This is an optimization exercise on Yosys and OpenROAD, whose aim is small area, a short achievable clock period and few clock cycles, not a production implementation. Only simulation tests tie the RTL to the original design; equivalence was not proved.

## flow/design.v (module list and top-level ports; edited modules follow where they fit)
// module MyDesign: 1969 lines
module MyDesign (
  input  wire        dut_run,
  output reg         dut_busy,
  input  wire        reset_b,
  input  wire        clk,
  output wire        input_sram_write_enable,
  output wire [11:0] input_sram_write_addresss,
  output wire [15:0] input_sram_write_data,
  output reg  [11:0] input_sram_read_address,
  input  wire [15:0] input_sram_read_data,
  output reg         output_sram_write_enable,
  output reg  [11:0] output_sram_write_addresss,
  output reg  [15:0] output_sram_write_data,
  output wire [11:0] output_sram_read_address,
  input  wire [15:0] output_sram_read_data,
  output wire        scratchpad_sram_write_enable,
  output wire [11:0] scratchpad_sram_write_addresss,
  output wire [15:0] scratchpad_sram_write_data,
  output wire [11:0] scratchpad_sram_read_address,
  input  wire [15:0] scratchpad_sram_read_data,
  output wire        weights_sram_write_enable,
  output wire [11:0] weights_sram_write_addresss,
  output wire [15:0] weights_sram_write_data,
  output wire [11:0] weights_sram_read_address,
  input  wire [15:0] weights_sram_read_data
);
  // ...
==> flow/run.sh <==
#!/bin/bash
# synth_recipe.tcl (not shown) runs the flow's synth.tcl, then flattens the netlist and writes it again
# the make line also repeats each setting of config.mk as NAME=value (left out here)
make -C /OpenROAD-flow-scripts/flow DESIGN_CONFIG=/design/flow/config.mk WORK_HOME=/design/flow/orfs CLKGATE_MAP_FILE= SYNTH_SCRIPT=/design/flow/synth_recipe.tcl finish
==> flow/config.mk <==
export PLATFORM = sky130hd
export DESIGN_NAME = MyDesign
export DESIGN_NICKNAME = MyDesign
export VERILOG_FILES = /design/flow/design.v
export SDC_FILE = /design/flow/constraint.sdc
export NUM_CORES = 4
export LEC_CHECK = 0
export CAP_MARGIN = 20
export CORE_MARGIN = 2
export CORE_UTILIZATION = 40
export CTS_CLUSTER_DIAMETER = 70
export CTS_CLUSTER_SIZE = 35
export PLACE_DENSITY = 0.6
export SETUP_SLACK_MARGIN = 4.75
export SLEW_MARGIN = 20
==> flow/constraint.sdc <==
create_clock -name core_clock -period 8.5 [get_ports {clk}]
set_input_delay 1.7000 -clock core_clock [delete_from_list [all_inputs] [get_ports {clk}]]
set_output_delay 1.7000 -clock core_clock [all_outputs]
set_load 0.01 [all_outputs]
==> results by group, run 1 <==
Floorplan
  – Core ar.: 0.08488 mm^2
  – Die W: 296.3 um
  – Initial Util: 40.25%
  – Die area: 0.08777 mm^2

Final layout
  – Max-area cell class: multi-input gates
  – Largest regs: xs0: 24 flops, xs1: 24 flops, xs2: 24 flops
  – Non-clock buffering overhead: 3.767%
  – Post-route cell area: 0.03743 mm^2
  – Most common cell after layout, fill and taps aside: dfxtp_1

Worst setup path
  – Critical Path RT: 8.95 ns
  – Crit path kind: reg -> reg
  – Critical R2R Launch: k3[0]$_DFFE_PP_
  – Slowest stage delay, CP: 0.52 ns
  – Worst path slowest cell: fa_1
  – CP endpoint: cs1_1[8]$_DFF_P_

Placed design
  – DP Area: 0.03527 mm^2
  – Pre-CTS setup slack: 4.435 ns
  – Number of port buffers: 77
  – Post-Place Cells: 4007

STA
  – Max_slew headroom: 30.68%
  – Setup tns final: 0 ns
  – Final Hold Slack: 0.3273 ns

Outcome
  – Status: finished clean

Global route
  – Gr usage total: 18.35%

Logic synthesis
  – Top_reg_cell synth: dfxtp_1
  – Synth unique cells: 61
  – Area leader, netlist: dfxtp_1
  – Post-synth top area share: 23.20%
  – Most frequent cell after synthesis: dfxtp_1

Clock tree
  – Cts hold-fix bufs: 0
  – Clock latency on the worst-skew pair: 0.63 ns
  – CTS Buf Count: 38
  – H-tree depth: 2

Detailed routing
  – Post-detailed-route wirelength per cell: 19.29 um
  – DRC viols: 0
  – WL met2: 38.29 mm
  – DR iter-0 viols: 1399
  – DRT Pass-1 Iters: 5
  – DR vias/cell: 4.914
Testbench counts, summed over its fixed seeds: cycles 100,730.
==> run 2, diff against run 1 <==
--- a/flow/config.mk
+++ b/flow/config.mk
@@ -9,7 +9,7 @@
 export CORE_MARGIN = 2
 export CORE_UTILIZATION = 40
-export CTS_CLUSTER_DIAMETER = 70
-export CTS_CLUSTER_SIZE = 35
+export CTS_CLUSTER_DIAMETER = 60
+export CTS_CLUSTER_SIZE = 30
 export PLACE_DENSITY = 0.6
-export SETUP_SLACK_MARGIN = 4.75
+export SETUP_SLACK_MARGIN = 4.6
 export SLEW_MARGIN = 20
==> results by group, run 2 <==
Detailed routing
  – DRC viols: 0 (unchanged)
  – Post-detailed-route wirelength per cell: 19.53 um (+1.2%)
  – DR iter-0 viols: 1486 (+6.2%)
  – Post-DRT Antenna Nets: 0
  – WL final: 79.88 mm
  – DR vias/cell: 4.916 (about the same)
  – DRT Pass-1 Iters: 5 (unchanged)
  – Vias post-DR: 20.11k

STA
  – Minimum clock period: 3.760 ns
  – Final period util: 44.24%
  – Slew Limit Fails: 0
  – Fin. Hold Viols: 0
  – RSZ-0062 raised after global routing: yes
  – Worst Skew: 0.06720 ns
  – Max Fclk: 265.9 MHz
  – Max_slew headroom: 31.12% (+0.44 points)
  – Worst-Margin Slew: 1.030 ns
  – Setup tns final: 0 ns (unchanged)
  – Endpoints failing setup: 0

Logic synthesis
  – Avg Synthesized Cell Area: 11.47 um^2
  – EDFF count, synth: 169
  – Mux share of post-synthesis cell area: 4.266%
  – Top_reg_cell synth: dfxtp_1
  – Compound-Gate Fraction of Synth Area: 9.495%
  – Adder-cell share of the synthesized area: 23.33%
  – Cells after Synth: 2978
  – #FFs+latches synth: 583
  – Most frequent cell after synthesis: dfxtp_1
  – Synth Area in Simple Gates: 4.947%
  – Yosys warns: 1
  – Cell area after synthesis: 0.03417 mm^2
  – Sequential area share after synthesis: 39.37%
  – Post-Synth XOR/XNOR Area: 10.05%
  – Synth unique cells: 61 (unchanged)
  – Synth async-reset ratio: 3.087%
  – Post-synth top area share: 23.20% (unchanged)
  – Largest family of logic cells by synthesized area: adder cells
  – Synth cell count leaders: dfxtp_1, fa_1, inv_1, xor2_1, a22oi_1
  – Area leader, netlist: dfxtp_1
  – Area contributors post-synth: dfxtp_1, fa_1, edfxtp_1, xor2_1, a22oi_1

Global route
  – Initial antenna violation count: 5
  – Vias in the first global route: 20.45k
  – Total gr overflow: 0
  – Gr usage total: 18.46% (+0.11 points)
  – Largest net degree at the start of global routing: 32
  – First-pass GRT wire length: 123.3 mm

Final layout
  – Area Overhead vs Synth: 7.954%
  – Final Util: 43.46%
  – FF/Latch Area: 0.01346 mm^2
  – Most frequent cells in the layout: dfxtp_1, fa_1, inv_1
  – Most common cell after layout, fill and taps aside: dfxtp_1
  – Largest regs: xs0: 24 flops, xs1: 24 flops, xs2: 24 flops
  – Layout cells sized above 1: 7.230%
  – # nets final: 3411
  – Area of the multi-input gates: 0.01833 mm^2
  – Post-route cell area: 0.03689 mm^2 (-1.5%)
  – Fillers: 7940

Placed design
  – Hpwl dp: 63.09 mm
  – Placer Congestion: 0.8806
  – Number of port buffers: 77 (unchanged)
  – DP Area: 0.03527 mm^2 (unchanged)

Clock tree
  – Clock latency on the worst-skew pair: 0.65 ns (+0.02 ns)
  – CTS Buf Count: 42 (+11%)
  – Clock sinks: 583
  – H-tree depth: 2 (unchanged)
  – Clock Pin Slew Worst Setup and Hold Paths: 0.10 ns
  – CTS root buffer: clkbuf_16
  – Clock Tree Buf Depth: 3
  – CTS tree: built

Floorplan
  – Die area: 0.08777 mm^2 (unchanged)
  – Die H: 296.3 um
  – Initial Util: 40.25% (unchanged)
  – Die W: 296.3 um (unchanged)
  – Standard-cell rows: 107
  – Core ar.: 0.08488 mm^2 (unchanged)
  – IO Pins: 232

Worst setup path
  – CP Data Arrival Time: 4.25 ns
  – Max FO, Critical Path: 8
  – Startpoint types: flop
  – Crit path kind: reg -> reg
  – Critical Path RT: 8.99 ns (+0.04 ns)
  – CP Capture Type: flop

Worst hold path
  – Worst min path class: reg -> reg

Outcome
  – Status: finished clean

Run
  – Max cap viols: 0
-- run 2: metrics by stage --
| step | worst slack (ns) | hold WS (ns) | cells |
|---|---|---|---|
| floorplan | 4.967 | 0.3096 | 3099 |
| global placement | 4.423 | 0.3102 | 4004 |
| detailed placement | 4.435 | 0.3121 | 4007 |
| CTS | 4.631 | 0.3346 | 4085 |
| global route | 4.580 | 0.3392 | 4090 |
| finish | 4.740 | 0.3300 | 4091 |
-- run 2: per-layer routing --
metal  wire length (um)  global-route usage (%)  vias up
li1                   -                       -     9444
met1              35760                   25.61    10061
met2              38730                   31.02      515
met3               3666                   2.024       91
met4               1731                   4.287        0
met5                  0                       0        -
-- run 2: kinds of logic after synthesis --
kind of cell,Yosys count
flip-flops,583
adder cells (fa/ha/maj),432
buffers and inverters,650
AO/OA/AOI/OAI,478
AND/OR/NAND/NOR,334
other,1
XOR/XNOR,392
multiplexers,108
-- run 2: path summary, 6_finish.rpt --
kind                              startpoint                 to  slack [ns]  cells after the start
setup / recovery             k1[1]$_DFFE_PP_  cs0_1[10]$_DFF_P_        4.74                      9
hold / removal             cs1_0[18]$_DFF_P_  cs2_1[18]$_DFF_P_        0.33                      0
setup reg to reg             k1[1]$_DFFE_PP_  cs0_1[10]$_DFF_P_        4.74                      9
hold reg to reg            cs1_0[18]$_DFF_P_  cs2_1[18]$_DFF_P_        0.33                      0
max in group asynchronous            reset_b       p6$_DFF_PN0_        6.33                      1
min in group asynchronous            reset_b      a_n$_DFF_PN0_        1.57                      1
-- run 2: critical path, stage by stage, from the launching register on --
cell and delay, ns:
edfxtp_1 0.52, o21ai_0 0.31, xor2_1 0.12, buf_4 0.18, fa_1 0.53, inv_1 0.06, fa_1 0.49, fa_1 0.41
fa_1 0.56, fa_1 0.42
-- run 2: area by class of cell --
class                   instances  area share (%)
clock buffers                  50           2.988
flip-flops and latches        583           36.48
repair buffers                102           2.629
diodes                          1        0.006784
inverters                     317           3.226
well taps                    1144           3.881
clock inverters                28           1.089
multi-input cells            1866           49.70
-- run 2: repair_timing --
action / in CTS / in global routing
gates cloned: 0 / 0
setup endpoints to repair: 5 / 21
buffers inserted: 0 / 5
hold buffers: 0 / 0
gates resized for setup: 1 / 14
==> run 3, diff against run 2 <==
--- a/flow/config.mk
+++ b/flow/config.mk
@@ -6,4 +6,5 @@
 export NUM_CORES = 4
 export LEC_CHECK = 0
+export ABC_AREA = 1
 export CAP_MARGIN = 20
 export CORE_MARGIN = 2
@@ -12,4 +13,4 @@
 export CTS_CLUSTER_SIZE = 30
 export PLACE_DENSITY = 0.6
-export SETUP_SLACK_MARGIN = 4.6
+export SETUP_SLACK_MARGIN = 4.9
 export SLEW_MARGIN = 20
==> results by group, run 3 <==
Final layout
  – Cell Count, Final, Fillers Out: 4684 (+14%)
  – Area Overhead vs Synth: 12.54%
  – Most frequent cells in the layout: inv_1, dfxtp_1, xor2_1
  – # nets final: 4006 (+17%)
  – Most common cell after layout, fill and taps aside: inv_1
  – ANT cells: 0 (-1)
  – Largest regs: xs0: 24 flops, xs1: 24 flops, xs2: 24 flops
  – Layout cells sized above 1: 10.25% (+3.0 points)

STA
  – Endpoints failing setup: 0 (unchanged)
  – Final period util: 42.16% (-2.1 points)
  – Slew Limit Fails: 0 (unchanged)
  – Minimum clock period: 3.583 ns (-0.1767 ns)
  – Worst-Margin Slew: 0.9506 ns (-0.07936 ns)
  – Fin. Hold Viols: 0 (unchanged)
  – Max Fclk: 279.1 MHz (+4.9%)
  – Worst Skew: 0.05841 ns (-0.008795 ns)
  – Max_slew headroom: 36.41% (+5.3 points)
  – Setup tns final: 0 ns (unchanged)
  – RSZ-0062 raised after global routing: yes

Global route
  – Vias in the first global route: 22.00k (+7.5%)
  – Gr usage total: 19.97% (+1.5 points)
  – Total gr overflow: 0 (unchanged)
  – Initial antenna violation count: 5 (unchanged)
  – First-pass GRT wire length: 131.6 mm (+6.7%)
  – Largest net degree at the start of global routing: 49 (+53%)

Logic synthesis
  – Top_reg_cell synth: dfxtp_1
  – Cells after Synth: 3367 (+13%)
  – Area leader, netlist: dfxtp_1
  – Avg Synthesized Cell Area: 10.12 um^2 (-12%)
  – Most frequent cell after synthesis: inv_1
  – Sequential area share after synthesis: 39.49% (+0.12 points)
  – Yosys warns: 1 (unchanged)
  – Synth async-reset ratio: 3.087% (unchanged)
  – Area contributors post-synth: dfxtp_1, fa_1, edfxtp_1, xor2_1, inv_1
  – Post-synth top area share: 23.27% (+0.072 points)
  – Synth cell count leaders: inv_1, dfxtp_1, fa_1, xor2_1, nand2_1
  – #FFs+latches synth: 583 (unchanged)
  – Synth unique cells: 57 (-6.6%)
  – Cell area after synthesis: 0.03406 mm^2 (-0.31%)
  – EDFF count, synth: 169 (unchanged)

Worst setup path
  – CP Data Arrival Time: 4.07 ns (-0.18 ns)
  – Crit path kind: reg -> reg
  – Critical path startpoint: xs1[20]$_DFF_P_
  – Critical R2R Launch: xs1[20]$_DFF_P_
  – Max FO, Critical Path: 8 (unchanged)
  – Register-to-Register Path Depth: 8 (-1)
  – Critical Path RT: 8.98 ns (about the same)
  – Startpoint types: flop
  – CP Capture Type: flop

Floorplan
  – Die W: 295.8 um (-0.15%)
  – Core ar.: 0.08475 mm^2 (-0.16%)
  – Standard-cell rows: 107 (unchanged)
  – Die H: 295.8 um (-0.15%)
  – Die area: 0.08751 mm^2 (-0.30%)
  – Initial Util: 40.19% (-0.060 points)
  – IO Pins: 232 (unchanged)

Placed design
  – Number of port buffers: 77 (unchanged)
  – Hpwl dp: 69.72 mm (+11%)
  – Post-Place Cells: 4562 (+14%)
  – Placer Congestion: 0.9152 (+3.9%)

Outcome
  – Status: finished clean

Worst hold path
  – Hold depth: 0 (unchanged)
  – Worst min path class: reg -> reg
  – Hold Startpoint: sr0[4]$_DFF_P_

Clock tree
  – Clock sinks: 583 (unchanged)
  – Clock latency on the worst-skew pair: 0.65 ns (about the same)
  – CTS Buf Count: 41 (-2.4%)
  – CTS tree: built
  – Clock Tree Buf Depth: 3 (unchanged)
  – Clock Pin Slew Worst Setup and Hold Paths: 0.10 ns (about the same)
  – CTS root buffer: clkbuf_16
  – Cts hold-fix bufs: 0 (unchanged)
  – H-tree depth: 2 (unchanged)

Run
  – Max cap viols: 0 (unchanged)

Detailed routing
  – Post-detailed-route wirelength per cell: 18.77 um (-3.9%)
  – WL final: 87.90 mm (+10%)
  – Post-DRT Antenna Nets: 0 (unchanged)
  – DRT Pass-1 Iters: 6 (+1)
  – DRC viols: 0 (unchanged)
  – DR iter-0 viols: 1716 (+15%)
  – Vias post-DR: 22.71k (+13%)
  – DR vias/cell: 4.849 (-1.4%)
==> run 3: changes by cell type after synthesis, moves of 23 or more <==
cell and change:
inv_1 +324, o22ai_1 +278, a22oi_1 -259, nand2_1 +208, clkbuf_1 -167, xnor2_1 -106, nor2_1 +90, xor2_1 +66
a21oi_1 +58, mux2_2 -54, nand3_1 +28, and2_1 -27, mux4_2 -24, mux2i_1 -23
==> run 3: layer usage <==
metal	up-vias	wire length [um]	GRT usage (%)
met3	147	5519	3.035
met4	0	3187	6.611
met2	749	41110	32.78
met5	-	0	0
met1	11010	38080	27.04
li1	10808	-	-
==> run 3: cell families after synthesis <==
logic type	synth area share, %
simple gates	7.093
buf+inv	10.66
mux	0.2314
fa+ha+maj	23.41
flops	39.49
xor+xnor	9.132
other cells	0.01101
compound gates	9.973
==> run 3: final timing paths <==
path | slack (ns) | end
setup reg to reg | 4.92 | cs1_1[7]$_DFF_P_
max in group asynchronous | 7.13 | p6$_DFF_PN0_
setup / recovery | 4.92 | cs1_1[7]$_DFF_P_
hold / removal | 0.32 | sr1[4]$_DFF_P_
min in group asynchronous | 1.00 | sl[2]$_DFFE_PN0P_
hold reg to reg | 0.32 | sr1[4]$_DFF_P_
==> run 3: area by class of cell <==
type,count,area (um^2)
clock inverters,31,554.3
well taps,1144,1431
repair buffers,139,1251
multi-input cells,2061,17870
inverters,681,2638
fillers,7982,46410
clock buffers,45,1082
flip-flops and latches,583,13510
==> run 3: what timing repair did <==
item,4_1_cts,5_1_grt
endpoints found under the setup margin,30,50
buffers inserted,4,42
pin swaps,6,55
resized for setup,49,149
==> run 3: worst max-delay path: stages, from the launching register on <==
cell        delay (ns)
dfxtp_2           0.38
clkinvlp_4        0.23
o22ai_2           0.25
xor2_1            0.21
fa_1              0.48
fa_2              0.44
fa_1              0.49
fa_1              0.53
fa_1              0.40
==> run 3: stage by stage <==
| stage | cell area, um^2 | hold WS (ns) | utilization [%] | setup WS [ns] |
|---|---|---|---|---|
| final | 38340 | 0.3201 | 45.24 | 4.917 |
| after global routing | 38340 | 0.3279 | 45.24 | 4.808 |
| after CTS | 37540 | 0.3256 | 44.30 | 4.865 |
| after detailed placement | 35780 | 0.3121 | 42.22 | 4.626 |
| after global placement | 35780 | 0.3113 | 42.22 | 4.596 |
| after floorplan | 34520 | 0.3096 | - | 4.936 |
==> run 4, diff against run 3 <==
--- a/flow/config.mk
+++ b/flow/config.mk
@@ -6,5 +6,4 @@
 export NUM_CORES = 4
 export LEC_CHECK = 0
-export ABC_AREA = 1
 export CAP_MARGIN = 20
 export CORE_MARGIN = 2
==> results by group, run 4 <==
Final layout
  – FF/Latch Area: 0.01351 mm^2 (about the same)
  – Fillers: 7790 (-2.4%)
  – Most common cell after layout, fill and taps aside: dfxtp_1
  – Most frequent cells in the layout: dfxtp_1, inv_1, fa_1
  – # nets final: 3538 (-12%)
  – ANT cells: 0 (unchanged)
  – Area of the multi-input gates: 0.01880 mm^2 (+5.2%)
  – Layout cells sized above 1: 15.42% (+5.2 points)
  – Largest regs: xs0: 24 flops, xs1: 24 flops, xs2: 24 flops
  – Area Overhead vs Synth: 12.31%

Placed design
  – Number of port buffers: 77 (unchanged)
  – Placer Congestion: 0.8806 (-3.8%)
  – Hpwl dp: 63.09 mm (-9.5%)

Floorplan
  – IO Pins: 232 (unchanged)
  – Die area: 0.08777 mm^2 (+0.30%)
  – Initial Util: 40.25% (+0.060 points)
  – Standard-cell rows: 107 (unchanged)
  – Core ar.: 0.08488 mm^2 (+0.16%)
  – Die W: 296.3 um (+0.15%)
  – Die H: 296.3 um (+0.15%)

Clock tree
  – H-tree depth: 2 (unchanged)
  – CTS tree: built
  – Clock Pin Slew Worst Setup and Hold Paths: 0.07 ns (-0.03 ns)
  – Clock latency on the worst-skew pair: 0.65 ns (about the same)
  – CTS Buf Count: 42 (+2.4%)
  – Clock sinks: 583 (unchanged)
  – Clock Tree Buf Depth: 3 (unchanged)
  – Cts hold-fix bufs: 0 (unchanged)
  – CTS root buffer: clkbuf_16

Worst setup path
  – Largest delay contributor family on the critical path: adder cells
  – Worst-path cell chain: o21ai_2, xor2_1, buf_4, fa_1, fa_2, fa_1, fa_1, fa_1
  – Max FO, Critical Path: 7 (-1)
  – Crit path kind: reg -> reg
  – Critical R2R Launch: k4[1]$_DFFE_PP_
  – Register-to-Register Path Depth: 8 (unchanged)
  – FF-to-FF End: cs1_1[9]$_DFF_P_
  – Critical Path RT: 8.97 ns (about the same)
  – Slowest stage delay, CP: 0.52 ns (about the same)
  – Startpoint types: flop
  – CP Capture Type: flop
  – CP Data Arrival Time: 4.04 ns (-0.03 ns)
  – Register-to-register setup slack: 4.94 ns (+0.02 ns)
  – Crit-path most repeated cell: fa_1
  – Worst path slowest cell: edfxtp_1
  – WP buf/inv: 1 (unchanged)

Detailed routing
  – Post-detailed-route wirelength per cell: 19.52 um (+4.0%)
  – Vias post-DR: 20.86k (-8.2%)
  – Post-DRT Antenna Nets: 0 (unchanged)
  – WL final: 82.33 mm (-6.3%)
  – DR iter-0 viols: 1396 (-19%)
  – DRC viols: 0 (unchanged)
  – DRT Pass-1 Iters: 5 (-1)
  – DR vias/cell: 4.947 (+2.0%)

Global route
  – Largest net degree at the start of global routing: 32 (-35%)
  – Vias in the first global route: 20.73k (-5.8%)
  – First-pass GRT wire length: 124.9 mm (-5.1%)
  – Total gr overflow: 0 (unchanged)
  – Gr usage total: 18.71% (-1.3 points)
  – Initial antenna violation count: 5 (unchanged)

Logic synthesis
  – Yosys warns: 1 (unchanged)
  – Synth cell count leaders: dfxtp_1, fa_1, inv_1, xor2_1, a22oi_1
  – Synth async-reset ratio: 3.087% (unchanged)
  – Top_reg_cell synth: dfxtp_1
  – Cell area after synthesis: 0.03417 mm^2 (+0.31%)
  – Cells after Synth: 2978 (-12%)
  – Avg Synthesized Cell Area: 11.47 um^2 (+13%)
  – Post-synth top area share: 23.20% (-0.072 points)
  – Area leader, netlist: dfxtp_1
  – #FFs+latches synth: 583 (unchanged)
  – Area contributors post-synth: dfxtp_1, fa_1, edfxtp_1, xor2_1, a22oi_1
  – Synth unique cells: 61 (+7.0%)
  – Sequential area share after synthesis: 39.37% (-0.12 points)
  – Most frequent cell after synthesis: dfxtp_1
  – EDFF count, synth: 169 (unchanged)

Outcome
  – Status: finished clean

STA
  – Worst-Margin Slew: 1.060 ns (+0.1095 ns)
  – Endpoints failing setup: 0 (unchanged)
  – Fin. Hold Viols: 0 (unchanged)
  – Slew Limit Fails: 0 (unchanged)
  – Setup tns final: 0 ns (unchanged)
  – RSZ-0062 raised after global routing: yes
  – Final period util: 41.91% (-0.24 points)
  – Max Fclk: 280.7 MHz (+0.58%)
  – Worst Skew: 0.06612 ns (+0.007714 ns)
  – Max_slew headroom: 28.58% (-7.8 points)
  – Minimum clock period: 3.563 ns (-0.02069 ns)

Worst hold path
  – Hold EP: cs2_1[18]$_DFF_P_
  – Worst min path class: reg -> reg
  – Hold depth: 0 (unchanged)
  – Hold Startpoint: cs1_0[18]$_DFF_P_

Run
  – Max cap viols: 0 (unchanged)
## run 4: cell count changes after synthesis, moves of 90 or more
cell,before,now
clkbuf_1,36,203
nand2_1,306,98
a22oi_1,2,261
nor2_1,154,64
xnor2_1,11,117
inv_1,641,317
o22ai_1,281,3
## run 4: worst max-delay path by stage
stage,end,depth (start not counted),start
finish,cs1_1[9]$_DFF_P_,8,k4[1]$_DFFE_PP_
global placement,k0[7]$_DFFE_PP_,4,weights_sram_read_data[13]
floorplan,cs1_1[9]$_DFF_P_,8,k5[0]$_DFFE_PP_
CTS,cs2_1[8]$_DFF_P_,7,xs2[19]$_DFF_P_
detailed placement,k0[7]$_DFFE_PP_,4,weights_sram_read_data[13]
global route,vr[6]$_SDFF_PP0_,13,r_pp3_0_2_2$_DFF_P_
## run 4: cells by family after synthesis
| family | count (synthesis) | synth area share (%) |
|---|---|---|
| XOR/XNOR | 392 | 10.05 |
| buffers and inverters | 650 | 8.525 |
| flip-flops | 583 | 39.37 |
| other | 1 | 0.01098 |
| AO/OA/AOI/OAI | 478 | 9.495 |
| AND/OR/NAND/NOR | 334 | 4.947 |
| multiplexers | 108 | 4.266 |
| adder cells (fa/ha/maj) | 432 | 23.33 |
## run 4: area by class of cell
type	count	share of cell area [%]
Clock buffer	50	2.873
Clock inverter	28	1.047
Sequential cell	583	35.21
Multi-Input combinational cell	1866	48.99
Timing Repair Buffer	229	5.047
Inverter	317	3.101
Tap cell	1144	3.730
## run 4: per-layer routing
| metal | track usage, % | routed length, um | part of all wire, % |
|---|---|---|---|
| met1 | 25.78 | 36340 | 44 |
| met2 | 31.49 | 39980 | 49 |
| met3 | 2.136 | 3947 | 4.8 |
| met4 | 4.570 | 2067 | 2.5 |
| met5 | 0 | 0 | 0 |
## run 4: metrics by stage
stage / utilization (%) / instances / instance area (um^2) / hold slack (ns) / setup slack [ns]
floorplan: - / 3099 / 34620 / 0.3096 / 4.967
global placement: 41.51 / 4004 / 35240 / 0.3102 / 4.423
detailed placement: 41.55 / 4007 / 35270 / 0.3121 / 4.435
CTS: 43.88 / 4135 / 37250 / 0.3346 / 4.900
global route: 45.21 / 4217 / 38370 / 0.3392 / 4.803
finish: 45.21 / 4217 / 38370 / 0.3298 / 4.937
## run 4: timing repair
| action | in CTS | in global routing |
|---|---|---|
| buffers inserted | 50 | 82 |
| pin swaps | 2 | 53 |
| resized for setup | 39 | 145 |
| endpoints found under the setup margin | 42 | 55 |

-- port drivers added, routing unchanged --
How much do the figures lean on ideal ports? The routed layouts below were timed once more, with nothing changed but the port constraints.
Step 1 sets driving cells, clkbuf_16 on the clock port and buf_2 on the other inputs (assumed; they add their load-dependent delay and slew).
Step 2 also shifts input and output timing later by t, the mid clock arrival at the registers, as if the neighbouring blocks saw the same clock.
Three values: ideal, step 1, step 2; two values: the first two.
run	shift t [ns]	setup slack, ns	worst setup path at the end	latest minus earliest clock arrival (ns)	pins driven straight from the clock port
run 1	0.662	4.829 / 4.829 / 4.304	input to register	0.070 / 0.070	1
run 2	0.680	4.740 / 4.740 / 4.370	input to register	0.068 / 0.068	1
run 3	0.680	4.917 / 4.917 / 4.544	input to register	0.059 / 0.059	1
run 4	0.681	4.937 / 4.899 / 4.358	input to register	0.067 / 0.066	1
After both steps every run listed still meets setup and hold. The setup slack of run 4, which loses most, moves by -0.038 ns with the drivers and by -0.579 ns with both steps.
